What follows belongs to an exercise in optimizing a design on an open flow for small area; a production flow would make more cautious choices. Function was checked by simulation only, so behaviour that the tests miss may differ from the original. The clock cells of runs 5 and 6 come from the design's own scripts or RTL, not from TritonCTS. The flow treats the clock pin as an ideal source. Dropping or thinning the clock tree relies on that and would not hold on a real chip. Power and IR drop assume default switching activity.

==> design/flow/design.v <==
module stepper_zatvaranje(clk, rst, ir_zatvaranje, motor_zatvaranje1, motor_zatvaranje2);
	input clk;
	input rst;
	input ir_zatvaranje;
	output [3:0] motor_zatvaranje1;
	output [3:0] motor_zatvaranje2;
	localparam [11:0] H0 = 12'd348;
	localparam [11:0] HEND = H0 + 12'd1700 + 12'd1428;    
	reg [11:0] hi;
	reg [4:0] lo;
	reg f;           
	reg on;          
	function ge12;
		input [11:0] q;
		input [11:0] k;
		integer j;
		begin
			ge12 = 1'b1;
			for (j = 0; j < 12; j = j + 1)
				ge12 = k[j] ? (q[j] & ge12) : (q[j] | ge12);
		end
	endfunction
	wire rest = hi[11];
	wire en = rest | ~ir_zatvaranje;
	wire lo_end = lo[4] & lo[2];                                  
	wire rest_end = ((hi & HEND) == HEND) & lo[3] & lo[2];
	wire clr = rst | rest_end;
	wire hi_inc = en & lo_end;
	wire [5:0] cl;
	wire [12:0] ch;
	assign cl[0] = en;
	assign ch[0] = hi_inc;
	genvar i;
	generate
		for (i = 0; i < 5; i = i + 1)
		begin : lo_c
			assign cl[i + 1] = cl[i] & lo[i];
		end
		for (i = 0; i < 12; i = i + 1)
		begin : hi_c
			assign ch[i + 1] = ch[i] & hi[i];
		end
	endgenerate
	always @(posedge clk)
	begin
		lo <= (clr | hi_inc) ? 5'd0 : lo ^ cl[4:0];
		hi <= clr ? H0 : hi ^ ch[11:0];
		f <= ~rst & (f | rest);
		on <= ~rst & ~rest & (on | (~ir_zatvaranje & lo_end));
	end
	wire up = ge12(hi, H0 + 12'd852);
	wire a851 = ge12(hi, H0 + 12'd851) & ~up;
	wire [1:0] idx = up ? hi[1:0] : a851 ? {1'b0, f} + 2'd3 : {1'b0, f} + 2'd1 - hi[1:0];
	wire [3:0] pat = {~(idx[1] ^ idx[0]), ~idx[1], idx[1] ^ idx[0], idx[1]};
	assign motor_zatvaranje1 = on ? pat : 4'b0000;
	assign motor_zatvaranje2 = {motor_zatvaranje1[2], motor_zatvaranje1[3], motor_zatvaranje1[0], motor_zatvaranje1[1]};
endmodule
module stepper_traka (clk, rst, ir_zatvaranje, ir_pumpa, motor_traka1, motor_traka2);
	input clk;
	input rst;
	input ir_zatvaranje;
	input ir_pumpa;
	output [3:0] motor_traka1;
	output [3:0] motor_traka2;
	localparam [16:0] STEP_DELAY = 17'd20;
	localparam [16:0] T_CAP = 17'd22760;
	localparam [16:0] T_FILL = 17'd75000;
	localparam [11:0] ANGLE = 12'd3000;
	reg [16:0] sc;        
	reg [11:0] angle;     
	reg blok_z, blok_p, on;
	reg [1:0] g;
	function ge17;
		input [16:0] q;
		input [16:0] k;
		integer j;
		begin
			ge17 = 1'b1;
			for (j = 0; j < 17; j = j + 1)
				ge17 = k[j] ? (q[j] & ge17) : (q[j] | ge17);
		end
	endfunction
	wire ge20 = ge17(sc, STEP_DELAY);
	wire fill_end = ((sc & T_FILL) == T_FILL);
	wire angle_end = ((angle & ANGLE) == ANGLE);
	wire le_cap = ~ge17(sc, T_CAP + 17'd1);
	wire eq_cap = le_cap & ((sc & T_CAP) == T_CAP);
	wire lt_cap = le_cap & ~eq_cap;
	wire b_move = blok_p | (ir_pumpa & blok_z);        
	wire b_fill = ~b_move & ~ir_pumpa;                 
	wire b_run = ~b_move & ir_pumpa & ir_zatvaranje;   
	wire b_cap = ~b_move & ir_pumpa & ~ir_zatvaranje;  
	wire move_step = b_move & ge20;
	wire step = (move_step & ~angle_end) | (b_run & ge20);
	wire stop = (b_fill & ~fill_end) | (b_cap & lt_cap);
	wire sc_clr = rst | ((b_move | b_run) & ge20) | (b_fill & fill_end) | (b_cap & eq_cap);
	wire inc2 = b_move;
	wire inc1 = ~b_move & ~(b_cap & ~lt_cap);
	wire [17:0] c;
	assign c[0] = 1'b0;
	assign c[1] = (sc[0] & inc1) | inc2;
	genvar i;
	generate
		for (i = 1; i < 17; i = i + 1)
		begin : sc_inc
			assign c[i + 1] = c[i] & sc[i];
		end
	endgenerate
	wire [16:0] sc_sum = sc ^ {c[16:1], inc1};
	wire [12:0] ca;
	assign ca[0] = move_step;
	generate
		for (i = 0; i < 12; i = i + 1)
		begin : angle_inc
			assign ca[i + 1] = ca[i] & angle[i];
		end
	endgenerate
	wire [3:0] pat = {~g[0], ~g[1], g[0], g[1]};
	assign motor_traka1 = on ? pat : 4'b0000;
	assign motor_traka2 = motor_traka1;
	always @(posedge clk)
	begin
		sc <= sc_clr ? 17'd0 : sc_sum;
		angle <= (rst | (move_step & angle_end)) ? 12'd0 : angle ^ ca[11:0];
		if (rst)
		begin
			blok_z <= 1'b0;
			blok_p <= 1'b0;
			on <= 1'b0;
			g <= 2'b01;
		end
		else
		begin
			if (b_fill & fill_end)
				blok_p <= 1'b1;
			else if (move_step & angle_end & blok_p)
				blok_p <= 1'b0;
			if (b_cap & eq_cap)
				blok_z <= 1'b1;
			else if (move_step & angle_end & ~blok_p)
				blok_z <= 1'b0;
			if (step)
			begin
				g <= {~g[0], g[1]};
				on <= 1'b1;
			end
			else if (stop)
				on <= 1'b0;
		end
	end
endmodule
module pumpa (clk, rst, ir_pumpa, pumpa_switch, dioda_punjenje);
	input clk;
	input rst;
	input ir_pumpa;
	output pumpa_switch;
	output dioda_punjenje;
	localparam [16:0] D_IDLE = 17'd121919;
	localparam [16:0] D_FILL = 17'd11920;
	reg [16:0] D;
	wire last = ((D & D_IDLE) == D_IDLE);
	wire en = ~ir_pumpa;
	wire [17:0] c;
	assign c[0] = en;
	genvar i;
	generate
		for (i = 0; i < 17; i = i + 1)
		begin : inc
			assign c[i + 1] = c[i] & D[i];
		end
	endgenerate
	wire off = D[16] & (D[15] | D[14]);
	assign pumpa_switch = off;
	assign dioda_punjenje = off;
	always @(posedge clk)
	begin
		if (rst)
			D <= D_IDLE;
		else if (en & last)
			D <= D_FILL;
		else
			D <= D ^ c[16:0];
	end
endmodule
module top(clk,
				rst,
				ir_zatvaranje,
				ir_pumpa,
				motor_zatvaranje1,
				motor_zatvaranje2,
				motor_traka1,
				motor_traka2,
				pumpa_switch,
				dioda_punjenje
				);
	input clk;
	input rst;
	input ir_zatvaranje;
	input ir_pumpa;
	output [3:0] motor_zatvaranje1;
	output [3:0] motor_zatvaranje2;
	output [3:0] motor_traka1;
	output [3:0] motor_traka2;
	output pumpa_switch;
	output dioda_punjenje;
	stepper_zatvaranje step_motor_zatvaranje (
		.clk (clk),
		.rst (rst),
		.ir_zatvaranje (ir_zatvaranje),
		.motor_zatvaranje1 (motor_zatvaranje1),
		.motor_zatvaranje2 (motor_zatvaranje2)
		);
	stepper_traka step_motor_traka (
		.clk (clk),
		.rst (rst),
		.ir_zatvaranje (ir_zatvaranje),
		.ir_pumpa (ir_pumpa),
		.motor_traka1 (motor_traka1),
		.motor_traka2 (motor_traka2)
		);
	pumpa pumpa (
		.clk (clk),
		.rst (rst),
		.ir_pumpa (ir_pumpa),
		.pumpa_switch (pumpa_switch),
		.dioda_punjenje (dioda_punjenje)
		);
endmodule
==> design/flow/flow/run.sh <==
#!/bin/bash
# Standard layout, unchanged.
set -e
bash standard.sh finish > standard.log 2>&1
==> design/flow/standard.sh <==
#!/bin/bash
# synth_recipe.tcl (not shown) runs the flow's synth.tcl, then flattens the netlist and writes it again
# the make line also repeats each setting of config.mk as NAME=value (left out here)
make -C /OpenROAD-flow-scripts/flow DESIGN_CONFIG=/design/flow/config.mk WORK_HOME=/design/flow/orfs CLKGATE_MAP_FILE= SYNTH_SCRIPT=/design/flow/synth_recipe.tcl "${@:-finish}"
==> design/flow/config.mk <==
export PLATFORM = sky130hd
export DESIGN_NAME = top
export DESIGN_NICKNAME = top
export VERILOG_FILES = /design/flow/design.v
export SDC_FILE = /design/flow/constraint.sdc
export NUM_CORES = 4
export LEC_CHECK = 0
export CAP_MARGIN = 20
export CORE_MARGIN = 2
export CORE_UTILIZATION = 40
export SLEW_MARGIN = 20
==> design/flow/constraint.sdc <==
create_clock -name core_clock -period 10.0 [get_ports {clk}]
set_input_delay 2.0000 -clock core_clock [delete_from_list [all_inputs] [get_ports {clk}]]
set_output_delay 2.0000 -clock core_clock [all_outputs]
set_load 0.01 [all_outputs]
==> results of run 1 <==
-- path summary, 6_finish.rpt --
path                                                         start                            endpoint  slack (ps)  cells after the start
worst max-delay path                                      ir_pumpa  step_motor_traka.sc[16]$_SDFF_PP0_        3130                     23
worst min-delay path            step_motor_traka.g[1]$_SDFFE_PP0P_  step_motor_traka.g[0]$_SDFFE_PP1P_         510                      1
worst max register to register   step_motor_traka.sc[5]$_SDFF_PP0_  step_motor_traka.sc[16]$_SDFF_PP0_        4940                     24
worst min register to register  step_motor_traka.g[1]$_SDFFE_PP0P_  step_motor_traka.g[0]$_SDFFE_PP1P_         510                      1
-- flip-flops by register name, indices dropped and copies added (netlist names) --
name	count
step_motor_zatvaranje.on	1
step_motor_zatvaranje.lo	5
pumpa.D	17
step_motor_zatvaranje.f	1
step_motor_traka.on	1
step_motor_traka.angle	12
step_motor_traka.sc	17
step_motor_traka.g	2
step_motor_traka.blok_p	1
step_motor_zatvaranje.hi	12
step_motor_traka.blok_z	1
-- logic make-up after synthesis --
| kind of cell | count (synthesis) | synth area share (%) |
|---|---|---|
| adders and majority gates | 59 | 22.0 |
| AOI/OAI and AO/OA | 41 | 9.46 |
| and+or+nand+nor | 107 | 19.6 |
| xor gates and xnor gates | 5 | 1.31 |
| DFF | 70 | 41.9 |
| muxes | 4 | 1.20 |
| buffers and inverters | 29 | 4.52 |
-- metal layers --
layer	global-route usage [%]	part of all wire, %	vias up
li1	-	-	1133
met1	17.8	50	1033
met2	20.4	45	34
met3	4.74	4.1	5
met4	3.93	1.0	0
met5	0	0	-
-- stage by stage --
| stage | worst slack, ps | utilization (%) | total power [mW] | instance area, um^2 |
|---|---|---|---|---|
| CTS | 3140 | 47.1 | 0.690 | 3850 |
| global route | 2920 | 47.1 | 0.716 | 3850 |
| detailed placement | 2760 | 44.0 | 0.402 | 3590 |
| finish | 3130 | 47.1 | 0.679 | 3850 |
| floorplan | 3550 | - | 0.379 | 3350 |
| global placement | 2840 | 44.0 | 0.401 | 3590 |
-- area by class of cell --
| type | count | area [um^2] | area share [%] |
|---|---|---|---|
| Sequential cell | 70 | 1400 | 36.4 |
| Clock inverter | 5 | 104 | 2.70 |
| Clock buffer | 11 | 151 | 3.93 |
| Timing Repair Buffer | 22 | 218 | 5.65 |
| Tap cell | 105 | 131 | 3.41 |
| Inverter | 13 | 48.8 | 1.27 |
| Multi-Input combinational cell | 216 | 1800 | 46.6 |
-- layout by cell type, fill, tap and decap left out, types with 2 or more instances in the layout --
cell / count
a21o_1: 12
a21oi_1: 8
and2_1: 47
and4_1: 2
bufinv_16: 3
clkbuf_8: 11
clkdlybuf4s50_1: 21
dfxtp_1: 70
ha_1: 59
inv_1: 12
mux2i_1: 4
nand2_1: 2
nand2b_1: 10
nand3_1: 4
nand4_1: 7
nor2_1: 15
nor2b_1: 4
nor3_1: 2
nor4_1: 2
o21a_1: 3
o21ai_0: 3
o2bb2ai_1: 2
or2_2: 2
or4_1: 3
xor2_1: 5
-- critical path, cell delays in order --
cell	delay [ps]
clkdlybuf4s50_1	550
inv_2	90
or4_4	500
o21a_1	210
ha_1	180
or3_1	350
ha_1	210
ha_1	200
ha_1	190
ha_1	200
ha_1	200
ha_1	190
ha_1	200
ha_1	190
ha_1	200
ha_1	200
ha_1	190
ha_1	190
ha_1	190
ha_1	190
ha_1	200
xor2_1	130
and2_1	150
-- power by group --
part           internal, mW  leakage [nW]  switching [mW]
registers             0.303         0.568          0.0126
clock network         0.180         0.130           0.105
logic                0.0399          1.11          0.0380
total                 0.523          1.80           0.155
==> summary.txt, run 1 <==
Route
  • Number of remaining DRC errors: 0
  • ANT nets after route: 0
  • Vias: 2205
  • Iter 0 DRT Violations: 69
  • Post-DR wirelength/cell: 12.1 um
  • TritonRoute pass-1 iters: 4
  • Via density: 4.99
  • WL final: 5370 um

CTS
  • CTS Buffer Depth: 2
  • Setup Fix Bufs, Post-CTS: 0
  • CTS tree: built
  • Post-cts repair resize count: 0
  • Reg clk slew, reported paths: 70 ps
  • Root Buffer Master: clkbuf_8
  • CTS H-Tree Depth: 3
  • Clock latency at the later pin of the worst-skew pair: 340 ps
  • CTS sink cnt: 70
  • Cts bufs inserted: 9
  • CTS Hold Buffers Added: 0

Final layout
  • Synth-to-Final Area Change: 15.0%
  • Non-filler cells, final: 442
  • Fill cells: 795
  • Antenna cells: 0
  • Layout cells sized above 1: 8.01%
  • Final net count: 395

Worst setup path
  • Critical Path RT: 10230 ps
  • Setup CP Type: in2reg
  • CP max FO: 5
  • Worst setup SP type: input pin
  • Crit. End Element: flip-flop
  • Crit path DAT: 7100 ps

Floorplanning
  • Die area: 0.00912 mm^2
  • Area of the core: 0.00818 mm^2
  • Starting Density: 41.0%
  • Ports: 22
  • Num rows: 33
  • Die Wd: 95.5 um
  • Die Y: 95.5 um

Place
  • Placer Congestion: 0.764
  • Inst Count DP: 426
  • Port bufs: 21
  • Post-DP HPWL: 4090 um

Synth
  • Main synth FF type: dfxtp_1
  • Top cell type's share of synthesized area: 41.9%
  • Cell variety after synth: 48
  • Area leader, netlist: dfxtp_1
  • Synth cell count leaders: 70 x dfxtp_1, 59 x ha_1, 47 x and2_1
  • Main area contributors after synthesis: dfxtp_1 42%, ha_1 22%, and2_1 8.8%
  • Mean Syn Cell Area: 10.6 um^2
  • Async SR Flop Fraction: 0%
  • Seq/Total Area, Yosys: 41.9%
  • Post-synth EDFFs: 0
  • Synthesized area: 0.00335 mm^2
  • Synthesized netlist cell count: 315
  • Top-count cell post-synth: dfxtp_1
  • Synth warn: 3
  • Flops & latches, synth: 70
  • Synth Net Count: 378

Timing
  • Max Clock Freq: 146 MHz
  • Unrepaired setup endpoints after global routing: false
  • Relative slew margins: 32.8%
  • Final min period: 6870 ps
  • Final count of hold timing violations: 0
  • Pins Over Slew Limit: 0
  • Final setup vio count: 0
  • Final Cycle Share: 68.7%
  • Setup TNS: 0 ps
  • Least-Margin Pin Slew: 994 ps
  • Skew final: 12.6 ps
  • Hold slack final: 511 ps

Power and ir drop
  • Power per Cell Area: 176 mW/mm^2
  • Pleak: 1.80 nW
  • Maximum VDD drop: 91.1 uV

Outcome
  • Outcome: complete, no violations

Global routing
  • Antenna violations before repair: 0
  • Global-route wire length before repair: 9400 um
  • Number of global-route vias before repair: 2066
  • Total GRT Usage: 13.3%
  • Largest net degree at the start of global routing: 24
  • Global route overflow: 0

Min path
  • Hold Crit Class: reg2reg

Flow run
  • Max_cap viols: 0
==> run 2: changes to the inputs <==
==> design/flow/run.sh (new file) <==
#!/bin/bash
# synth_recipe.tcl (not shown) runs the flow's synth.tcl, then flattens the netlist and writes it again
# the make line also repeats each setting of config.mk as NAME=value (left out here)
make -C /OpenROAD-flow-scripts/flow DESIGN_CONFIG=/design/flow/config.mk WORK_HOME=/design/flow/orfs CLKGATE_MAP_FILE= SYNTH_SCRIPT=/design/flow/synth_recipe.tcl finish
removed: design/flow/flow/run.sh
removed: design/flow/standard.sh
==> run 2 against run 1 <==
  * Clock skew did not move
  * Global-route usage did not move
  * Combinational power barely moved
  * Maximum frequency did not move
  * Non-clock buffer count did not move
  * Largest power group unchanged
  * Final area did not move
==> summary.txt, run 2 <==
Outcome
  • Outcome: complete, no violations

Final layout
  • Final net count: 395 (unchanged)
  • Commonest non-fill, non-tap cell in the layout: dfxtp_1
  • Layout cells sized above 1: 8.01% (unchanged)
  • Util after Layout: 47.1% (unchanged)
  • Synth-to-Final Area Change: 15.0% (unchanged)
  • Fill cells: 795 (unchanged)
  • Largest regs: pumpa.D (17), step_motor_traka.sc (17)
  • Most frequent cells in the layout: 70 x dfxtp_1, 59 x ha_1, 47 x and2_1
  • Antenna cells: 0 (unchanged)

Synth
  • Post-synthesis simple-gate area fraction: 19.6% (unchanged)
  • Synth cell count leaders: 70 x dfxtp_1, 59 x ha_1, 47 x and2_1
  • Mux share of post-synthesis cell area: 1.20% (unchanged)
  • Synth Net Count: 378 (unchanged)
  • Post-Synth Adder-Cell Area: 22.0% (unchanged)
  • Flops & latches, synth: 70 (unchanged)
  • Top-count cell post-synth: dfxtp_1
  • Synthesized netlist cell count: 315 (unchanged)
  • Post-synth EDFFs: 0 (unchanged)
  • Cell variety after synth: 48 (unchanged)
  • Combinational family with the most area after synthesis: adder cells
  • Async SR Flop Fraction: 0% (unchanged)
  • Main synth FF type: dfxtp_1
  • Post-synthesis xor/xnor area fraction: 1.31% (unchanged)
  • Top cell type's share of synthesized area: 41.9% (unchanged)
  • Main area contributors after synthesis: dfxtp_1 42%, ha_1 22%, and2_1 8.8%
  • Compound-gate portion of the synthesized area: 9.45% (unchanged)
  • Synth warn: 3 (unchanged)
  • Synthesized area: 0.00335 mm^2 (unchanged)
  • Area leader, netlist: dfxtp_1
  • Seq/Total Area, Yosys: 41.9% (unchanged)
  • Mean Syn Cell Area: 10.6 um^2 (unchanged)

CTS
  • CTS tree: built
  • CTS H-Tree Depth: 3 (unchanged)
  • Cts bufs inserted: 9 (unchanged)
  • Root Buffer Master: clkbuf_8
  • Setup Fix Bufs, Post-CTS: 0 (unchanged)
  • Reg clk slew, reported paths: 70 ps (about the same)
  • CTS Buffer Depth: 2 (unchanged)
  • CTS sink cnt: 70 (unchanged)
  • Post-cts repair resize count: 0 (unchanged)
  • Clock latency at the later pin of the worst-skew pair: 340 ps (about the same)
  • CTS Hold Buffers Added: 0 (unchanged)

Global routing
  • Antenna violations before repair: 0 (unchanged)
  • Met1 Use GR: 17.8% (unchanged)
  • Largest net degree at the start of global routing: 24 (unchanged)
  • Number of global-route vias before repair: 2066 (unchanged)
  • Total GRT Usage: 13.3% (unchanged)
  • GR Util met2: 20.4% (unchanged)
  • Global route overflow: 0 (unchanged)
  • Global Route met3 Usage: 4.74% (unchanged)
  • Global-route wire length before repair: 9400 um (unchanged)
  • Busiest layer in global routing: met2

Worst setup path
  • Critical Path RT: 10230 ps (about the same)
  • CP max stage delay: 550 ps (about the same)
  • Crit-path slowest cell: clkdlybuf4s50_1
  • Setup CP Type: in2reg
  • Worst setup SP type: input pin
  • Crit path top cell by count: ha_1
  • CP delay by family, top: adder cells
  • Crit path DAT: 7100 ps (about the same)
  • Crit. End Element: flip-flop
  • Worst-path cell chain: clkdlybuf4s50_1 -> inv_2 -> or4_4 -> o21a_1 -> ha_1 -> or3_1 -> ha_1 -> ha_1 -> ha_1 -> ha_1 -> ha_1 -> ha_1 -> ha_1 -> ha_1 -> ha_1 -> ha_1 -> ha_1 -> ha_1 -> ha_1 -> ha_1 -> ha_1 -> xor2_1 -> and2_1
  • Buf+Inv Stages, Crit Path: 2 (unchanged)
  • CP max FO: 5 (unchanged)

Route
  • Number of remaining DRC errors: 0 (unchanged)
  • ANT nets after route: 0 (unchanged)
  • Post-DR wirelength/cell: 12.1 um (unchanged)
  • WL final: 5370 um (unchanged)
  • TritonRoute pass-1 iters: 4 (unchanged)
  • Iter 0 DRT Violations: 69 (unchanged)
  • Via density: 4.99 (unchanged)
  • Vias: 2205 (unchanged)

Floorplanning
  • Num rows: 33 (unchanged)
  • Die Wd: 95.5 um (unchanged)
  • Die Y: 95.5 um (unchanged)
  • Starting Density: 41.0% (unchanged)
  • Ports: 22 (unchanged)
  • Die area: 0.00912 mm^2 (unchanged)
  • Area of the core: 0.00818 mm^2 (unchanged)

Place
  • Post-DP HPWL: 4090 um (unchanged)
  • Port bufs: 21 (unchanged)
  • Placer Congestion: 0.764 (unchanged)

Timing
  • Unrepaired setup endpoints after global routing: false
  • Setup TNS: 0 ps (unchanged)
  • Final min period: 6870 ps (unchanged)
  • Pins Over Slew Limit: 0 (unchanged)
  • Final setup vio count: 0 (unchanged)
  • Final Cycle Share: 68.7% (unchanged)
  • Relative slew margins: 32.8% (unchanged)
  • Skew final: 12.6 ps (unchanged)
  • Max Clock Freq: 146 MHz (unchanged)
  • Final count of hold timing violations: 0 (unchanged)
  • Least-Margin Pin Slew: 994 ps (unchanged)

Min path
  • Hold Crit Class: reg2reg

Power and ir drop
  • Pleak: 1.80 nW (unchanged)
  • Maximum VDD drop: 91.1 uV (unchanged)
  • Power per Cell Area: 176 mW/mm^2 (unchanged)

Flow run
  • Max_cap viols: 0 (unchanged)
-- run 2: cell counts after synthesis --
Identical to the previous run, type by type.
-- run 2: worst reg2reg max path, cell delays in order, from the launching register on --
cell and delay [ps]:
dfxtp_1 390, nand4_1 160, or2_2 330, nand2_1 90, nor2_1 40, o21a_1 170, ha_1 180, or3_1 350
ha_1 210, ha_1 200, ha_1 190, ha_1 200, ha_1 200, ha_1 190, ha_1 200, ha_1 190
ha_1 200, ha_1 200, ha_1 190, ha_1 190, ha_1 190, ha_1 190, ha_1 200, xor2_1 130
and2_1 150
-- run 2: routing by layer --
metal  part of all wire [%]  up-vias
li1                       -     1133
met1                     50     1033
met4                    1.0        0
met2                     45       34
met3                    4.1        5
met5                      0        -
-- run 2: cell type report --
cell class | instances | area, um^2 | area share [%]
Sequential cell | 70 | 1400 | 36.4
Inverter | 13 | 48.8 | 1.27
Timing Repair Buffer | 22 | 218 | 5.65
Multi-Input combinational cell | 216 | 1800 | 46.6
Tap cell | 105 | 131 | 3.41
Clock inverter | 5 | 104 | 2.70
Clock buffer | 11 | 151 | 3.93
-- run 2: report_power, final --
group	internal (mW)	switching (mW)
Clock	0.180	0.105
Combinational	0.0399	0.0380
Sequential	0.303	0.0126
Total	0.523	0.155
-- run 2: final timing paths --
path	start	end	depth (start not counted)	slack (ps)
hold / removal	step_motor_traka.g[1]$_SDFFE_PP0P_	step_motor_traka.g[0]$_SDFFE_PP1P_	1	510
setup / recovery	ir_pumpa	step_motor_traka.sc[16]$_SDFF_PP0_	23	3130
hold reg to reg	step_motor_traka.g[1]$_SDFFE_PP0P_	step_motor_traka.g[0]$_SDFFE_PP1P_	1	510
setup reg to reg	step_motor_traka.sc[5]$_SDFF_PP0_	step_motor_traka.sc[16]$_SDFF_PP0_	24	4940
-- run 2: cell families after synthesis --
logic type               Yosys count
AO/OA/AOI/OAI                     41
XOR/XNOR                           5
adder cells (fa/ha/maj)           59
buffers and inverters             29
flip-flops                        70
multiplexers                       4
AND/OR/NAND/NOR                  107
-- run 2: metrics by stage --
step	power (mW)	area, um^2	hold slack (ps)	cells	setup WS [ps]
2_1_floorplan	0.379	3350	472	315	3550
3_3_place_gp	0.401	3590	491	426	2840
3_5_place_dp	0.402	3590	496	426	2760
4_1_cts	0.690	3850	513	442	3140
5_1_grt	0.716	3850	537	442	2920
6_report	0.679	3850	511	442	3130
==> run 3: changes to the inputs <==
==> design/flow/flow/run.sh (new file) <==
#!/bin/bash
# Standard layout with single-drive-strength port buffers and a small clock tree.
set -e
bash standard.sh BUFFER_PORTS_ARGS="-buffer_cell sky130_fd_sc_hd__buf_1" \
  CTS_ARGS="-sink_clustering_enable -repair_clock_nets -dont_use_dummy_load -buf_list sky130_fd_sc_hd__clkbuf_8 -root_buf sky130_fd_sc_hd__clkbuf_8 -sink_clustering_size 70" \
  finish > standard.log 2>&1
==> design/flow/standard.sh (new file) <==
#!/bin/bash
# synth_recipe.tcl (not shown) runs the flow's synth.tcl, then flattens the netlist and writes it again
# the make line also repeats each setting of config.mk as NAME=value (left out here)
make -C /OpenROAD-flow-scripts/flow DESIGN_CONFIG=/design/flow/config.mk WORK_HOME=/design/flow/orfs CLKGATE_MAP_FILE= SYNTH_SCRIPT=/design/flow/synth_recipe.tcl "${@:-finish}"
removed: design/flow/run.sh
==> run 3 against run 2 <==
  * Hold slack worse by 11 ps
  * Via count decreased by 1.9%
  * Register-to-register slack improved by 20 ps
  * Synthesized cell count stayed put
  * Non-clock buffer count unchanged
  * Core utilization is 3.2 points lower
  * Combinational power shrank 6.3%
  * Sequential share of layout area increased by 2.7 points
  * First-iteration DRC count down 16%
  * Cell count is 1.6% lower
  * Global-route usage increased by 0.051 points
==> summary.txt, run 3 <==
Global routing
  • Antenna violations before repair: 0 (unchanged)
  • Number of global-route vias before repair: 2033 (-1.6%)
  • Total GRT Usage: 13.4% (+0.051 points)
  • Global route overflow: 0 (unchanged)
  • Largest net degree at the start of global routing: 24 (unchanged)
  • Global-route wire length before repair: 9250 um (-1.6%)

Synth
  • Post-synth EDFFs: 0 (unchanged)
  • Post-synthesis simple-gate area fraction: 19.6% (unchanged)
  • Synth Net Count: 378 (unchanged)
  • Main synth FF type: dfxtp_1
  • Post-Synth Adder-Cell Area: 22.0% (unchanged)
  • Combinational family with the most area after synthesis: adder cells
  • Top cell type's share of synthesized area: 41.9% (unchanged)
  • Mean Syn Cell Area: 10.6 um^2 (unchanged)
  • Synth cell count leaders: 70 x dfxtp_1, 59 x ha_1, 47 x and2_1
  • Flops & latches, synth: 70 (unchanged)
  • Area leader, netlist: dfxtp_1
  • Compound-gate portion of the synthesized area: 9.45% (unchanged)
  • Async SR Flop Fraction: 0% (unchanged)
  • Cell variety after synth: 48 (unchanged)
  • Synthesized netlist cell count: 315 (unchanged)
  • Top-count cell post-synth: dfxtp_1
  • Mux share of post-synthesis cell area: 1.20% (unchanged)
  • Seq/Total Area, Yosys: 41.9% (unchanged)
  • Synthesized area: 0.00335 mm^2 (unchanged)
  • Synth warn: 3 (unchanged)
  • Main area contributors after synthesis: dfxtp_1 42%, ha_1 22%, and2_1 8.8%
  • Post-synthesis xor/xnor area fraction: 1.31% (unchanged)

Worst setup path
  • CP max FO: 5 (unchanged)
  • Crit path DAT: 6710 ps (-390 ps)
  • Critical Path RT: 10230 ps (about the same)
  • Worst setup SP type: input pin
  • Worst R2R Setup Slack: 4960 ps (+20 ps)
  • Crit. End Element: flip-flop
  • Setup CP Type: in2reg

Timing
  • Setup TNS: 0 ps (unchanged)
  • Final setup vio count: 0 (unchanged)
  • Unrepaired setup endpoints after global routing: false
  • Relative slew margins: 39.4% (+6.5 points)
  • Pins Over Slew Limit: 0 (unchanged)
  • Final count of hold timing violations: 0 (unchanged)
  • Skew final: 23.7 ps (+11.1 ps)
  • Final Cycle Share: 64.7% (-4.0 points)
  • Final min period: 6470 ps (-397 ps)
  • Max Clock Freq: 154 MHz (+6.1%)
  • Hold slack final: 500 ps (-11.3 ps)
  • Least-Margin Pin Slew: 898 ps (-96.7 ps)

Final layout
  • Commonest non-fill, non-tap cell in the layout: dfxtp_1
  • Synth-to-Final Area Change: 7.14%
  • Largest regs: pumpa.D (17), step_motor_traka.sc (17)
  • Layout cells sized above 1: 6.06% (-2.0 points)
  • Final net count: 395 (unchanged)
  • Non-filler cells, final: 435 (-1.6%)
  • Most frequent cells in the layout: 70 x dfxtp_1, 59 x ha_1, 47 x and2_1
  • Antenna cells: 0 (unchanged)

Floorplanning
  • Starting Density: 41.0% (unchanged)
  • Die Wd: 95.5 um (unchanged)
  • Die area: 0.00912 mm^2 (unchanged)
  • Ports: 22 (unchanged)
  • Die Y: 95.5 um (unchanged)
  • Area of the core: 0.00818 mm^2 (unchanged)
  • Num rows: 33 (unchanged)

Route
  • TritonRoute pass-1 iters: 4 (unchanged)
  • ANT nets after route: 0 (unchanged)
  • Number of remaining DRC errors: 0 (unchanged)
  • Vias: 2164 (-1.9%)
  • Iter 0 DRT Violations: 58 (-16%)
  • Post-DR wirelength/cell: 12.2 um (+0.64%)
  • WL final: 5320 um (-0.95%)
  • Via density: 4.97 (-0.28%)

Outcome
  • Outcome: complete, no violations

Power and ir drop
  • Maximum VDD drop: 100 uV (+10%)
  • Power per Cell Area: 156 mW/mm^2 (-11%)
  • Pleak: 1.69 nW (-6.4%)

CTS
  • CTS H-Tree Depth: 3 (unchanged)
  • Clock latency at the later pin of the worst-skew pair: 340 ps (about the same)
  • CTS sink cnt: 70 (unchanged)
  • Reg clk slew, reported paths: 60 ps (about the same)
  • Cts bufs inserted: 9 (unchanged)
  • CTS Buffer Depth: 2 (unchanged)
  • Post-cts repair resize count: 0 (unchanged)
  • Setup Fix Bufs, Post-CTS: 0 (unchanged)
  • CTS Hold Buffers Added: 0 (unchanged)
  • Root Buffer Master: clkbuf_8
  • CTS tree: built

Place
  • Post-DP HPWL: 3990 um (-2.4%)
  • Port bufs: 21 (unchanged)
  • Placer Congestion: 0.770 (+0.84%)
  • Inst Count DP: 426 (unchanged)

Flow run
  • Max_cap viols: 0 (unchanged)

Min path
  • Hold Crit Class: reg2reg
==> run 3: cell types whose count changed in the layout (fill, tap and decap cells not counted), sizes merged <==
cell and change:
bufinv -3, buf +21, inv -1, clkinv -1, clkbuf -2, clkdlybuf4s50 -21
==> run 3: path summary, 6_finish.rpt <==
check                                                  startpoint                                  to  depth (start not counted)
worst min-delay path              step_motor_zatvaranje.f$_DFF_P_     step_motor_zatvaranje.f$_DFF_P_                          2
worst max-delay path                                     ir_pumpa  step_motor_traka.sc[16]$_SDFF_PP0_                         23
worst min register to register    step_motor_zatvaranje.f$_DFF_P_     step_motor_zatvaranje.f$_DFF_P_                          2
worst max register to register  step_motor_traka.sc[7]$_SDFF_PP0_  step_motor_traka.sc[16]$_SDFF_PP0_                         24
==> run 3: cell families (layout without fill, tap and decap cells) <==
family / Yosys count / count (layout)
mux: 4 / 4
flops: 70 / 70
xor+xnor: 5 / 5
buf+inv: 29 / 44
fa+ha+maj: 59 / 59
simple gates: 107 / 107
compound gates: 41 / 41
==> run 3: routing by layer <==
metal | GRT usage (%) | routed length, um | vias up
met5 | 0 | 0 | -
met4 | 5.36 | 82 | 0
met3 | 5.14 | 229 | 9
met2 | 19.9 | 2280 | 32
met1 | 17.5 | 2720 | 996
li1 | - | - | 1127
==> run 3: report_power, final <==
part,switching (mW),internal (mW),leakage (nW)
sequential,0.0125,0.304,0.568
combinational,0.0381,0.0349,1.06
clock,0.0917,0.0802,0.0647
==> run 3: critical path: stages <==
cell and delay, ps:
buf_1 160, inv_2 90, or4_4 500, o21a_1 200, ha_1 180, or3_1 350
ha_1 210, ha_1 190, ha_1 190, ha_1 190, ha_1 190, ha_1 190
ha_1 200, ha_1 190, ha_1 200, ha_1 190, ha_1 200, ha_1 200
ha_1 200, ha_1 200, ha_1 200, xor2_1 130, and2_1 150
==> run 3: area by class of cell <==
| cell class | count | area [um^2] |
|---|---|---|
| repair buffers | 22 | 86.3 |
| clock buffers | 9 | 124 |
| well taps | 105 | 131 |
| fillers | 815 | 4590 |
| inverters | 13 | 48.8 |
| multi-input cells | 216 | 1800 |
| flip-flops and latches | 70 | 1400 |
==> run 3: through the flow <==
step           setup slack, ps  instance area (um^2)  total power [mW]  utilization (%)
2_1_floorplan             3550                  3350             0.379                -
3_3_place_gp              3210                  3460             0.396             42.4
5_1_grt                   3230                  3590             0.598             43.9
6_report                  3530                  3590             0.561             43.9
4_1_cts                   3510                  3590             0.572             43.9
3_5_place_dp              3150                  3460             0.397             42.4
==> run 4: changes to the inputs <==
==> design/flow/flow/run.sh (replaced) <==
#!/bin/bash
# Standard layout with single-drive-strength port buffers and a small clock tree.
set -e
bash standard.sh BUFFER_PORTS_ARGS="-buffer_cell sky130_fd_sc_hd__buf_1" \
  CTS_ARGS="-sink_clustering_enable -repair_clock_nets -dont_use_dummy_load -buf_list sky130_fd_sc_hd__clkbuf_4 -root_buf sky130_fd_sc_hd__clkbuf_4 -sink_clustering_size 35" \
  finish > standard.log 2>&1
==> run 4 against run 3 <==
  * Global-route usage shrank 0.13 points
  * Clock skew grew 13 ps
  * Still clean
  * Synthesized cell count is the same
  * Final area shrank 1.6%
  * Critical endpoint unchanged
  * Power shrank 7.8%
==> summary.txt, run 4 <==
CTS
  • Cts bufs inserted: 9 (unchanged)
  • CTS sink cnt: 70 (unchanged)
  • Setup Fix Bufs, Post-CTS: 0 (unchanged)
  • Root Buffer Master: clkbuf_4
  • Clock latency at the later pin of the worst-skew pair: 410 ps (+70 ps)
  • CTS Buffer Depth: 2 (unchanged)
  • CTS H-Tree Depth: 3 (unchanged)
  • Post-cts repair resize count: 0 (unchanged)
  • Reg clk slew, reported paths: 90 ps (+30 ps)
  • CTS Hold Buffers Added: 0 (unchanged)
  • CTS tree: built

Worst setup path
  • Critical Path RT: 10300 ps (+70 ps)
  • Reg2Reg Depth: 24 (unchanged)
  • Worst setup SP type: input pin
  • Setup CP Type: in2reg
  • Crit. End Element: flip-flop
  • CP max FO: 5 (unchanged)
  • Crit path DAT: 6700 ps (about the same)

Synth
  • Top cell type's share of synthesized area: 41.9% (unchanged)
  • Main synth FF type: dfxtp_1
  • Top-count cell post-synth: dfxtp_1
  • Synth Net Count: 378 (unchanged)
  • Mean Syn Cell Area: 10.6 um^2 (unchanged)
  • Area leader, netlist: dfxtp_1
  • Async SR Flop Fraction: 0% (unchanged)
  • Cell variety after synth: 48 (unchanged)
  • Synth cell count leaders: 70 x dfxtp_1, 59 x ha_1, 47 x and2_1
  • Synth warn: 3 (unchanged)
  • Main area contributors after synthesis: dfxtp_1 42%, ha_1 22%, and2_1 8.8%
  • Post-synth EDFFs: 0 (unchanged)
  • Seq/Total Area, Yosys: 41.9% (unchanged)
  • Synthesized netlist cell count: 315 (unchanged)
  • Flops & latches, synth: 70 (unchanged)
  • Synthesized area: 0.00335 mm^2 (unchanged)

Timing
  • Hold slack final: 507 ps (+7.09 ps)
  • Setup slack of the critical path after layout: 3600 ps (+72.9 ps)
  • Skew final: 36.8 ps (+13.1 ps)
  • Relative slew margins: 38.6% (-0.73 points)
  • Final Cycle Share: 64.0% (-0.73 points)
  • Final setup vio count: 0 (unchanged)
  • Setup TNS: 0 ps (unchanged)
  • Pins Over Slew Limit: 0 (unchanged)
  • Final min period: 6400 ps (-72.9 ps)
  • Max Clock Freq: 156 MHz (+1.1%)
  • Final count of hold timing violations: 0 (unchanged)
  • Unrepaired setup endpoints after global routing: false
  • Least-Margin Pin Slew: 908 ps (+10.8 ps)

Power and ir drop
  • Pwr Total: 0.517 mW (-7.8%)
  • Pleak: 1.67 nW (-1.4%)
  • Power per Cell Area: 147 mW/mm^2 (-6.3%)
  • Combinational fraction of design power: 14.1% (+1.1 points)
  • Clock power share: 24.8% (-5.8 points)
  • Maximum VDD drop: 101 uV (+0.43%)
  • Sequential power share: 61.1% (+4.7 points)
  • Sw power: 0.137 mW (-3.5%)
  • Sw Ratio: 26.5% (+1.2 points)
  • Cell Int Power: 0.380 mW (-9.2%)

Route
  • ANT nets after route: 0 (unchanged)
  • Vias: 2167 (+0.14%)
  • Iter 0 DRT Violations: 60 (+3.4%)
  • Post-DR wirelength/cell: 12.1 um (-1.1%)
  • Number of remaining DRC errors: 0 (unchanged)
  • WL final: 5260 um (-1.1%)
  • Via density: 4.98 (+0.14%)
  • TritonRoute pass-1 iters: 4 (unchanged)

Place
  • Post-DP HPWL: 3990 um (unchanged)
  • Port bufs: 21 (unchanged)
  • Placed Area: 0.00346 mm^2 (unchanged)
  • Placer Congestion: 0.770 (unchanged)
  • Dpl ws: 3150 ps (unchanged)
  • Inst Count DP: 426 (unchanged)

Final layout
  • Layout cells sized above 1: 6.06% (unchanged)
  • Largest regs: pumpa.D (17), step_motor_traka.sc (17)
  • Non-filler cells, final: 435 (unchanged)
  • Util after Layout: 43.2% (-0.69 points)
  • Commonest non-fill, non-tap cell in the layout: dfxtp_1
  • Finished Cell Area: 0.00353 mm^2 (-1.6%)
  • Most frequent cells in the layout: 70 x dfxtp_1, 59 x ha_1, 47 x and2_1
  • Final net count: 395 (unchanged)
  • Antenna cells: 0 (unchanged)
  • Synth-to-Final Area Change: 5.46%

Floorplanning
  • Starting Density: 41.0% (unchanged)
  • Ports: 22 (unchanged)
  • Die area: 0.00912 mm^2 (unchanged)
  • Die Wd: 95.5 um (unchanged)
  • Area of the core: 0.00818 mm^2 (unchanged)
  • Die Y: 95.5 um (unchanged)
  • Num rows: 33 (unchanged)

Global routing
  • Number of global-route vias before repair: 2031 (-0.098%)
  • Total GRT Usage: 13.3% (-0.13 points)
  • Largest net degree at the start of global routing: 24 (unchanged)
  • Global-route wire length before repair: 9200 um (-0.53%)
  • Global route overflow: 0 (unchanged)
  • Antenna violations before repair: 0 (unchanged)

Min path
  • Min-Delay Path Depth: 2 (unchanged)
  • Hold Crit Class: reg2reg

Flow run
  • Max_cap viols: 0 (unchanged)

Outcome
  • Outcome: complete, no violations
run 4: cell counts after synthesis:
No cell type changed its count.
run 4: logic make-up after synthesis:
logic type / after synthesis / synth area share (%)
XOR/XNOR: 5 / 1.31
multiplexers: 4 / 1.20
buffers and inverters: 29 / 4.52
adder cells (fa/ha/maj): 59 / 22.0
AO/OA/AOI/OAI: 41 / 9.46
AND/OR/NAND/NOR: 107 / 19.6
flip-flops: 70 / 41.9
run 4: worst paths after layout:
| kind | start | end | slack (ps) |
|---|---|---|---|
| worst max-delay path | ir_pumpa | step_motor_traka.sc[16]$_SDFF_PP0_ | 3600 |
| worst min-delay path | step_motor_zatvaranje.f$_DFF_P_ | step_motor_zatvaranje.f$_DFF_P_ | 510 |
| worst min register to register | step_motor_zatvaranje.f$_DFF_P_ | step_motor_zatvaranje.f$_DFF_P_ | 510 |
| worst max register to register | step_motor_traka.sc[7]$_SDFF_PP0_ | step_motor_traka.sc[16]$_SDFF_PP0_ | 4950 |
run 4: layout make-up:
class                   instances  area, um^2
fillers                       827        4640
multi-input cells             216        1800
flip-flops and latches         70        1400
repair buffers                 22        86.3
well taps                     105         131
inverters                      13        48.8
clock buffers                   9        67.6
run 4: routing by layer:
| metal | vias up | share of wire, % | GRT usage (%) |
|---|---|---|---|
| met5 | - | 0 | 0 |
| met4 | 0 | 1.9 | 5.71 |
| met3 | 9 | 4.3 | 4.74 |
| met2 | 41 | 43 | 19.8 |
| met1 | 987 | 51 | 17.3 |
| li1 | 1130 | - | - |
run 4: power groups by stage:
stage               clock network, mW  registers (mW)  logic, mW
floorplan                           0           0.319     0.0603
global placement                    0           0.322     0.0733
detailed placement                  0           0.322     0.0747
CTS                             0.136           0.316     0.0750
global route                    0.148           0.319     0.0878
finish                          0.128           0.316     0.0732
run 4: critical path, cell delays in order:
cell and delay (ps):
buf_1 160, inv_2 90, or4_4 500, o21a_1 200
ha_1 180, or3_1 340, ha_1 210, ha_1 190
ha_1 190, ha_1 190, ha_1 190, ha_1 190
ha_1 200, ha_1 190, ha_1 200, ha_1 190
ha_1 200, ha_1 200, ha_1 200, ha_1 200
ha_1 200, xor2_1 130, and2_1 150
==> run 5: changes to the inputs <==
==> design/flow/flow/run.sh (replaced) <==
#!/bin/bash
# Standard layout, except: single-strength port buffers and a hand-built
# one-level clock tree (flow/cts_manual.tcl) in place of TritonCTS.
set -e
here=$(pwd)
args=(BUFFER_PORTS_ARGS="-buffer_cell sky130_fd_sc_hd__buf_1")
bash standard.sh "${args[@]}" place > place.log 2>&1
MY_CLKBUF=sky130_fd_sc_hd__clkbuf_8 MY_CLKBUF_N=4 \
  bash standard.sh "${args[@]}" run RUN_SCRIPT=$here/flow/cts_manual.tcl RUN_LOG_NAME_STEM=4_1_cts > cts.log 2>&1
bash standard.sh "${args[@]}" finish > finish.log 2>&1
==> design/flow/flow/cts_manual.tcl (new file) <==
# Clock tree step in place of ORFS's cts.tcl: the design is small, so the
# clock port drives a few clock buffers directly and each buffer drives a
# group of registers (split by x position).  The rest follows cts.tcl.
utl::set_metrics_stage "cts__{}"
source $::env(SCRIPTS_DIR)/load.tcl
erase_non_stage_variables cts
load_design 3_place.odb 3_place.sdc

set buf_cell $::env(MY_CLKBUF)
set nbuf $::env(MY_CLKBUF_N)

set db [ord::get_db]
set block [ord::get_db_block]
set clk_net [$block findNet clk]
set master [$db findMaster $buf_cell]

set sinks {}
foreach it [$clk_net getITerms] {
  set inst [$it getInst]
  set bb [$inst getBBox]
  set x [expr {([$bb xMin] + [$bb xMax]) / 2}]
  set y [expr {([$bb yMin] + [$bb yMax]) / 2}]
  lappend sinks [list $x $y $it]
}
# split the sinks into nbuf groups: halves by x, then each half by y
proc split_sinks {sinks parts axis} {
  if {$parts <= 1} { return [list $sinks] }
  set sinks [lsort -integer -index $axis $sinks]
  set n [llength $sinks]
  set h [expr {$n / 2}]
  set p [expr {$parts / 2}]
  set next [expr {1 - $axis}]
  return [concat [split_sinks [lrange $sinks 0 [expr {$h - 1}]] $p $next] \
                 [split_sinks [lrange $sinks $h end] [expr {$parts - $p}] $next]]
}
set groups [split_sinks $sinks $nbuf 0]
puts "manual cts: [llength $sinks] sinks, $nbuf x $buf_cell"

set b 0
foreach group $groups {
  set net [odb::dbNet_create $block clknet_${b}_clk]
  $net setSigType CLOCK
  set inst [odb::dbInst_create $block $master clkbuf_${b}_clk]
  set sx 0
  set sy 0
  foreach s $group {
    set it [lindex $s 2]
    $it disconnect
    $it connect $net
    set sx [expr {$sx + [lindex $s 0]}]
    set sy [expr {$sy + [lindex $s 1]}]
  }
  set cnt [llength $group]
  [$inst findITerm A] connect $clk_net
  [$inst findITerm X] connect $net
  $inst setLocation [expr {$sx / $cnt}] [expr {$sy / $cnt}]
  $inst setPlacementStatus PLACED
  puts "manual cts: buffer $b drives $cnt sinks"
  incr b
}

set_propagated_clock [all_clocks]
estimate_parasitics -placement

set_placement_padding -global \
  -left $::env(CELL_PAD_IN_SITES_DETAIL_PLACEMENT) \
  -right $::env(CELL_PAD_IN_SITES_DETAIL_PLACEMENT)
detailed_placement
estimate_parasitics -placement
repair_timing_helper
detailed_placement
check_placement -verbose

report_metrics 4 "cts final"
orfs_write_db $::env(RESULTS_DIR)/4_1_cts.odb
orfs_write_sdc $::env(RESULTS_DIR)/4_cts.sdc
--- a/design/flow/config.mk
+++ b/design/flow/config.mk
@@ -7,5 +7,5 @@
 export LEC_CHECK = 0
 export CAP_MARGIN = 20
 export CORE_MARGIN = 2
-export CORE_UTILIZATION = 40
+export CORE_UTILIZATION = 65
 export SLEW_MARGIN = 20
==> run 5 against run 4 <==
  * Sequential share of layout area rose by 0.64 points
  * Routed wire length fell by 4.1%
  * Still clean
  * Die area fell by 37%
  * Highest routed layer unchanged
  * Clock power fell by 17%
  * Hold slack improved by 39 ps
  * Sequential cell count did not move
  * Cell count fell by 9.2%
  * Largest power group unchanged
==> summary.txt, run 5 <==
Power and ir drop
  • Power per Cell Area: 142 mW/mm^2 (-2.9%)
  • Pwr Total: 0.494 mW (-4.5%)
  • Pleak: 1.65 nW (-0.76%)
  • Maximum VDD drop: 120 uV (+19%)

Worst setup path
  • Buf+Inv Stages, Crit Path: 2 (unchanged)
  • CP max stage delay: 510 ps (about the same)
  • Crit-path slowest cell: or4_4
  • Worst-path cell chain: buf_1 -> inv_2 -> or4_4 -> o21a_1 -> ha_1 -> or3_1 -> ha_1 -> ha_1 -> ha_1 -> ha_1 -> ha_1 -> ha_1 -> ha_1 -> ha_1 -> ha_1 -> ha_1 -> ha_1 -> ha_1 -> ha_1 -> ha_1 -> ha_1 -> xor2_1 -> and2_1
  • Crit path top cell by count: ha_1
  • Critical Path RT: 10060 ps (-240 ps)
  • Critical path depth in cells: 23 (unchanged)
  • CP max FO: 5 (unchanged)
  • Reg2Reg Depth: 24 (unchanged)
  • Worst setup SP type: input pin
  • Crit path DAT: 6740 ps (+40 ps)
  • CP delay by family, top: adder cells
  • Crit. End Element: flip-flop
  • Worst R2R Setup Slack: 4930 ps (-20 ps)
  • Setup CP Type: in2reg

CTS
  • Reg clk slew, reported paths: 110 ps (+20 ps)
  • CTS Hold Buffers Added: 0 (unchanged)
  • Clock latency at the later pin of the worst-skew pair: 160 ps (-250 ps)
  • Setup Fix Bufs, Post-CTS: 0 (unchanged)
  • Post-cts repair resize count: 0 (unchanged)

Synth
  • Synth cell count leaders: 70 x dfxtp_1, 59 x ha_1, 47 x and2_1
  • Area leader, netlist: dfxtp_1
  • Top-count cell post-synth: dfxtp_1
  • Seq/Total Area, Yosys: 41.9% (unchanged)
  • Synthesized netlist cell count: 315 (unchanged)
  • Synth Net Count: 378 (unchanged)
  • Async SR Flop Fraction: 0% (unchanged)
  • Post-synth EDFFs: 0 (unchanged)
  • Synthesized area: 0.00335 mm^2 (unchanged)
  • Cell variety after synth: 48 (unchanged)
  • Synth warn: 3 (unchanged)
  • Main area contributors after synthesis: dfxtp_1 42%, ha_1 22%, and2_1 8.8%
  • Top cell type's share of synthesized area: 41.9% (unchanged)
  • Mean Syn Cell Area: 10.6 um^2 (unchanged)
  • Flops & latches, synth: 70 (unchanged)
  • Main synth FF type: dfxtp_1

Final layout
  • Most frequent cells in the layout: 70 x dfxtp_1, 59 x ha_1, 47 x and2_1
  • Final net count: 390 (-1.3%)
  • Fill cells: 427 (-48%)
  • Multi-input logic area: 0.00180 mm^2 (unchanged)
  • Layout cells sized above 1: 4.62% (-1.4 points)
  • Sequential cell area: 0.00140 mm^2 (unchanged)
  • Largest regs: pumpa.D (17), step_motor_traka.sc (17)
  • Antenna cells: 0 (unchanged)
  • Util after Layout: 68.9% (+26 points)
  • Synth-to-Final Area Change: 3.77%
  • Commonest non-fill, non-tap cell in the layout: dfxtp_1

Global routing
  • Global-route wire length before repair: 8790 um (-4.4%)
  • Antenna violations before repair: 0 (unchanged)
  • Global route overflow: 0 (unchanged)
  • Number of global-route vias before repair: 2066 (+1.7%)
  • Total GRT Usage: 18.8% (+5.5 points)
  • Largest net degree at the start of global routing: 24 (unchanged)

Place
  • Post-DP HPWL: 3790 um (-5.0%)
  • Placer Congestion: 0.788 (+2.3%)
  • Port bufs: 21 (unchanged)
  • Dpl ws: 3110 ps (-34.0 ps)

Route
  • Post-DR wirelength/cell: 12.8 um (+5.6%)
  • Number of remaining DRC errors: 0 (unchanged)
  • TritonRoute pass-1 iters: 5 (+1)
  • WL final: 5040 um (-4.1%)
  • Iter 0 DRT Violations: 71 (+18%)
  • ANT nets after route: 0 (unchanged)
  • Via density: 5.39 (+8.1%)
  • Vias: 2128 (-1.8%)

Timing
  • Unrepaired setup endpoints after global routing: false
  • Final min period: 6680 ps (+278 ps)
  • Relative slew margins: 38.1% (-0.56 points)
  • Least-Margin Pin Slew: 917 ps (+8.27 ps)
  • Final count of hold timing violations: 0 (unchanged)
  • Final setup vio count: 0 (unchanged)
  • Max Clock Freq: 150 MHz (-4.2%)
  • Pins Over Slew Limit: 0 (unchanged)
  • Skew final: 10.4 ps (-26.4 ps)
  • Setup TNS: 0 ps (unchanged)
  • Final Cycle Share: 66.8% (+2.8 points)
  • Setup slack of the critical path after layout: 3320 ps (-278 ps)

Floorplanning
  • Die area: 0.00574 mm^2 (-37%)
  • Num rows: 26 (-21%)
  • Starting Density: 66.4% (+25 points)
  • Area of the core: 0.00504 mm^2 (-38%)
  • Die Wd: 75.8 um (-21%)
  • Die Y: 75.8 um (-21%)
  • Ports: 22 (unchanged)

Outcome
  • Outcome: complete, no violations

Flow run
  • Max_cap viols: 0 (unchanged)

Min path
  • Min-Delay Path Depth: 1 (-1)
  • Hold Crit Class: reg2reg
## run 5: cell types whose count changed in the layout (fill, tap and decap cells not counted), sizes merged
| cell | previous run | this run |
|---|---|---|
| clkbuf | 9 | 4 |
## run 5: layer usage
layer,GRT usage [%],wire length (um),vias up
met2,34.2,2310,37
met3,1.06,132,6
li1,-,-,1120
met1,25.3,2520,965
met5,0,0,-
met4,2.14,68,0
## run 5: through the flow
stage,cell area [um^2],hold WS (ps),instances
5_1_grt,3470,561,395
2_1_floorplan,3350,472,315
3_3_place_gp,3420,490,391
6_report,3470,546,395
3_5_place_dp,3420,508,391
## run 5: kinds of logic (layout without fill, tap and decap cells)
| logic type | count (synthesis) | in the layout | synth area share, % |
|---|---|---|---|
| adders and majority gates | 59 | 59 | 22.0 |
| AOI/OAI and AO/OA | 41 | 41 | 9.46 |
| buffers and inverters | 29 | 39 | 4.52 |
| DFF | 70 | 70 | 41.9 |
| xor gates and xnor gates | 5 | 5 | 1.31 |
| and+or+nand+nor | 107 | 107 | 19.6 |
| muxes | 4 | 4 | 1.20 |
## run 5: layout make-up
cell class,instances,share of cell area [%]
Timing Repair Buffer,22,2.48
Tap cell,70,2.52
Buffer,4,1.58
Inverter,13,1.40
Multi-Input combinational cell,216,51.7
Sequential cell,70,40.3
## run 5: report_power, final
group / total, mW / internal [mW] / switching, mW
clock network: 0.106 / 0.0372 / 0.0684
logic: 0.0724 / 0.0349 / 0.0375
registers: 0.316 / 0.303 / 0.0130
total: 0.494 / 0.376 / 0.119
## run 5: path summary, 6_finish.rpt
| kind | from | end |
|---|---|---|
| worst max-delay path | ir_pumpa | step_motor_traka.sc[16]$_SDFF_PP0_ |
| worst min-delay path | step_motor_traka.g[1]$_SDFFE_PP0P_ | step_motor_traka.g[0]$_SDFFE_PP1P_ |
| worst max register to register | step_motor_traka.sc[7]$_SDFF_PP0_ | step_motor_traka.sc[16]$_SDFF_PP0_ |
| worst min register to register | step_motor_traka.g[1]$_SDFFE_PP0P_ | step_motor_traka.g[0]$_SDFFE_PP1P_ |
## run 5: worst reg2reg max path: stages (launching register included)
cell	delay (ps)
dfxtp_1	410
nand4_1	170
or2_2	340
nand2_1	100
nor2_1	40
o21a_1	170
ha_1	180
or3_1	340
ha_1	210
ha_1	190
ha_1	190
ha_1	190
ha_1	200
ha_1	190
ha_1	200
ha_1	200
ha_1	200
ha_1	200
ha_1	190
ha_1	190
ha_1	200
ha_1	190
ha_1	200
xor2_1	130
and2_1	160
==> run 6: changes to the inputs <==
--- a/design/flow/flow/run.sh
+++ b/design/flow/flow/run.sh
@@ -5,6 +5,6 @@
 here=$(pwd)
 args=(BUFFER_PORTS_ARGS="-buffer_cell sky130_fd_sc_hd__buf_1")
 bash standard.sh "${args[@]}" place > place.log 2>&1
-MY_CLKBUF=sky130_fd_sc_hd__clkbuf_8 MY_CLKBUF_N=4 \
+MY_CLKBUF=sky130_fd_sc_hd__buf_8 MY_CLKBUF_N=4 \
   bash standard.sh "${args[@]}" run RUN_SCRIPT=$here/flow/cts_manual.tcl RUN_LOG_NAME_STEM=4_1_cts > cts.log 2>&1
 bash standard.sh "${args[@]}" finish > finish.log 2>&1
==> run 6 against run 5 <==
  * Still clean on timing, DRC and antenna
  * Power increased by 1.6%
  * Routed wire length fell by 0.93%
  * Global-route usage grew 0.055 points
  * Critical path depth is the same
  * Clock power is 7% higher
  * Sequential power barely moved
  * Final area grew 0.14%
  * Largest cell class unchanged
==> summary.txt, run 6 <==
Outcome
  • Outcome: complete, no violations

Timing
  • Setup TNS: 0 ps (unchanged)
  • Pins Over Slew Limit: 0 (unchanged)
  • Relative slew margins: 38.1% (about the same)
  • Hold slack final: 531 ps (-15.2 ps)
  • Max Clock Freq: 149 MHz (-0.51%)
  • Final setup vio count: 0 (unchanged)
  • Final count of hold timing violations: 0 (unchanged)
  • Setup slack of the critical path after layout: 3290 ps (-34.4 ps)
  • Least-Margin Pin Slew: 917 ps (-0.0606 ps)
  • Final min period: 6710 ps (+34.4 ps)
  • Unrepaired setup endpoints after global routing: false
  • Final Cycle Share: 67.1% (+0.34 points)
  • Skew final: 10.3 ps (-0.0620 ps)

Synth
  • Top-count cell post-synth: dfxtp_1
  • Async SR Flop Fraction: 0% (unchanged)
  • Post-synth EDFFs: 0 (unchanged)
  • Flops & latches, synth: 70 (unchanged)
  • Top cell type's share of synthesized area: 41.9% (unchanged)
  • Synthesized netlist cell count: 315 (unchanged)
  • Synth cell count leaders: 70 x dfxtp_1, 59 x ha_1, 47 x and2_1
  • Synthesized area: 0.00335 mm^2 (unchanged)
  • Seq/Total Area, Yosys: 41.9% (unchanged)
  • Main area contributors after synthesis: dfxtp_1 42%, ha_1 22%, and2_1 8.8%
  • Cell variety after synth: 48 (unchanged)
  • Main synth FF type: dfxtp_1
  • Mean Syn Cell Area: 10.6 um^2 (unchanged)
  • Synth Net Count: 378 (unchanged)
  • Area leader, netlist: dfxtp_1
  • Synth warn: 3 (unchanged)

Global routing
  • Antenna violations before repair: 0 (unchanged)
  • Number of global-route vias before repair: 2078 (+0.58%)
  • Total GRT Usage: 18.8% (+0.055 points)
  • Largest net degree at the start of global routing: 24 (unchanged)
  • Global-route wire length before repair: 8820 um (+0.32%)
  • Global route overflow: 0 (unchanged)

Route
  • TritonRoute pass-1 iters: 4 (-1)
  • Vias: 2125 (-0.14%)
  • ANT nets after route: 0 (unchanged)
  • Number of remaining DRC errors: 0 (unchanged)
  • Via density: 5.38 (-0.14%)
  • WL final: 4990 um (-0.93%)
  • Post-DR wirelength/cell: 12.6 um (-0.93%)
  • Iter 0 DRT Violations: 64 (-9.9%)

Floorplanning
  • Area of the core: 0.00504 mm^2 (unchanged)
  • Die Y: 75.8 um (unchanged)
  • Die area: 0.00574 mm^2 (unchanged)
  • Ports: 22 (unchanged)
  • Die Wd: 75.8 um (unchanged)
  • Num rows: 26 (unchanged)
  • Starting Density: 66.4% (unchanged)

Worst setup path
  • CP delay by family, top: adder cells
  • Crit. End Element: flip-flop
  • Crit path top cell by count: ha_1
  • Setup CP Type: in2reg
  • Crit path DAT: 6740 ps (about the same)
  • CP max FO: 5 (unchanged)
  • Worst-path cell chain: buf_1 -> inv_2 -> or4_4 -> o21a_1 -> ha_1 -> or3_1 -> ha_1 -> ha_1 -> ha_1 -> ha_1 -> ha_1 -> ha_1 -> ha_1 -> ha_1 -> ha_1 -> ha_1 -> ha_1 -> ha_1 -> ha_1 -> ha_1 -> ha_1 -> xor2_1 -> and2_1
  • Worst setup SP type: input pin
  • Crit-path slowest cell: or4_4
  • Critical Path RT: 10020 ps (-40 ps)
  • Buf+Inv Stages, Crit Path: 2 (unchanged)
  • CP max stage delay: 500 ps (about the same)

CTS
  • Clock latency at the later pin of the worst-skew pair: 130 ps (-30 ps)
  • CTS Hold Buffers Added: 0 (unchanged)
  • Reg clk slew, reported paths: 100 ps (about the same)
  • Setup Fix Bufs, Post-CTS: 0 (unchanged)
  • Post-cts repair resize count: 0 (unchanged)

Final layout
  • Most frequent cells in the layout: 70 x dfxtp_1, 59 x ha_1, 47 x and2_1
  • Largest regs: pumpa.D (17), step_motor_traka.sc (17)
  • Util after Layout: 69.0% (+0.099 points)
  • Final net count: 390 (unchanged)
  • Layout cells sized above 1: 4.62% (unchanged)
  • Commonest non-fill, non-tap cell in the layout: dfxtp_1
  • Antenna cells: 0 (unchanged)
  • Synth-to-Final Area Change: 3.92%

Place
  • Dpl ws: 3110 ps (unchanged)
  • Placer Congestion: 0.788 (unchanged)
  • Post-DP HPWL: 3790 um (unchanged)
  • Port bufs: 21 (unchanged)

Power and ir drop
  • Maximum VDD drop: 124 uV (+3.1%)
  • Power per Cell Area: 144 mW/mm^2 (+1.4%)
  • Pleak: 1.65 nW (about the same)

Min path
  • Hold Crit Class: reg2reg

Flow run
  • Max_cap viols: 0 (unchanged)
-- run 6: changes by cell type in the layout (fill, tap and decap cells not counted) --
cell      delta
buf_8        +4
clkbuf_8     -4
-- run 6: stage by stage --
stage                     total power [mW]  std cells  instance area [um^2]
after detailed placement             0.396        391                  3420
after global placement               0.393        391                  3420
after floorplan                      0.379        315                  3350
final                                0.502        395                  3480
after global routing                 0.531        395                  3480
-- run 6: worst paths after layout --
path | from | end | slack [ps] | cells after the start
worst max-delay path | ir_pumpa | step_motor_traka.sc[16]$_SDFF_PP0_ | 3290 | 23
worst min-delay path | step_motor_traka.g[1]$_SDFFE_PP0P_ | step_motor_traka.g[0]$_SDFFE_PP1P_ | 530 | 1
worst max register to register | step_motor_traka.sc[7]$_SDFF_PP0_ | step_motor_traka.sc[16]$_SDFF_PP0_ | 4950 | 24
worst min register to register | step_motor_traka.g[1]$_SDFFE_PP0P_ | step_motor_traka.g[0]$_SDFFE_PP1P_ | 530 | 1
-- run 6: layout make-up --
| type | count | area (um^2) |
|---|---|---|
| Inverter | 13 | 48.8 |
| Tap cell | 70 | 87.6 |
| Buffer | 4 | 60.1 |
| Sequential cell | 70 | 1400 |
| Timing Repair Buffer | 22 | 86.3 |
| Multi-Input combinational cell | 216 | 1800 |
| Fill cell | 429 | 1560 |
-- run 6: cells by family after synthesis --
family                   synth area share [%]
AO/OA/AOI/OAI                            9.46
XOR/XNOR                                 1.31
adder cells (fa/ha/maj)                  22.0
buffers and inverters                    4.52
flip-flops                               41.9
multiplexers                             1.20
AND/OR/NAND/NOR                          19.6
-- run 6: layer usage --
layer  vias up  global-route usage, %  part of all wire [%]
li1       1120                      -                     -
met1       958                   25.3                    50
met2        41                   34.5                    46
met3         6                   1.06                   2.7
met4         0                   1.95                   1.2
met5         -                      0                     0
-- run 6: power by group --
| group | switching (mW) | internal, mW | total [mW] |
|---|---|---|---|
| Clock | 0.0674 | 0.0459 | 0.113 |
| Combinational | 0.0375 | 0.0349 | 0.0724 |
| Sequential | 0.0129 | 0.303 | 0.316 |

-- afterwards: timing with drivers on the ports --
The results above use ideal ports. As a check the final layouts listed here were re-extracted and re-timed, cells and wires unchanged.
Step 1 sets driving cells, clkbuf_16 on the clock port and buf_2 on the other inputs (assumed; they add their load-dependent delay and slew).
Step 2 moves the port delays by t, midway between the first and last clock arrival at a register: inputs arrive t later, outputs are due t later. That takes back most of the time a late clock gives input paths.
a / b / c = ideal ports / drivers / drivers and shift; a / b = the first two.
run | t, ns | slack for setup (ns) | worst setup path at the end | worst register clock-pin slew, ns | worst data-port slew with drivers (ns)
run 1 | 0.358 | 3.130 / 3.133 / 2.775 | input to register | 0.08 / 0.08 | 0.03
run 2 | 0.358 | 3.130 / 3.133 / 2.775 | input to register | 0.08 / 0.08 | 0.03
run 3 | 0.360 | 3.527 / 3.528 / 3.168 | input to register | 0.08 / 0.08 | 0.03
run 4 | 0.419 | 3.599 / 3.599 / 3.179 | input to register | 0.12 / 0.12 | 0.03
run 5 | 0.215 | 3.322 / 3.356 / 3.141 | input to register | 0.11 / 0.11 | 0.03
run 6 | 0.191 | 3.287 / 3.334 / 3.143 | input to register | 0.10 / 0.10 | 0.03
After both steps setup and hold are still met in every run listed. For run 4, which loses most, drivers alone change the setup slack by 0.000 ns; drivers and shift together by -0.420 ns.
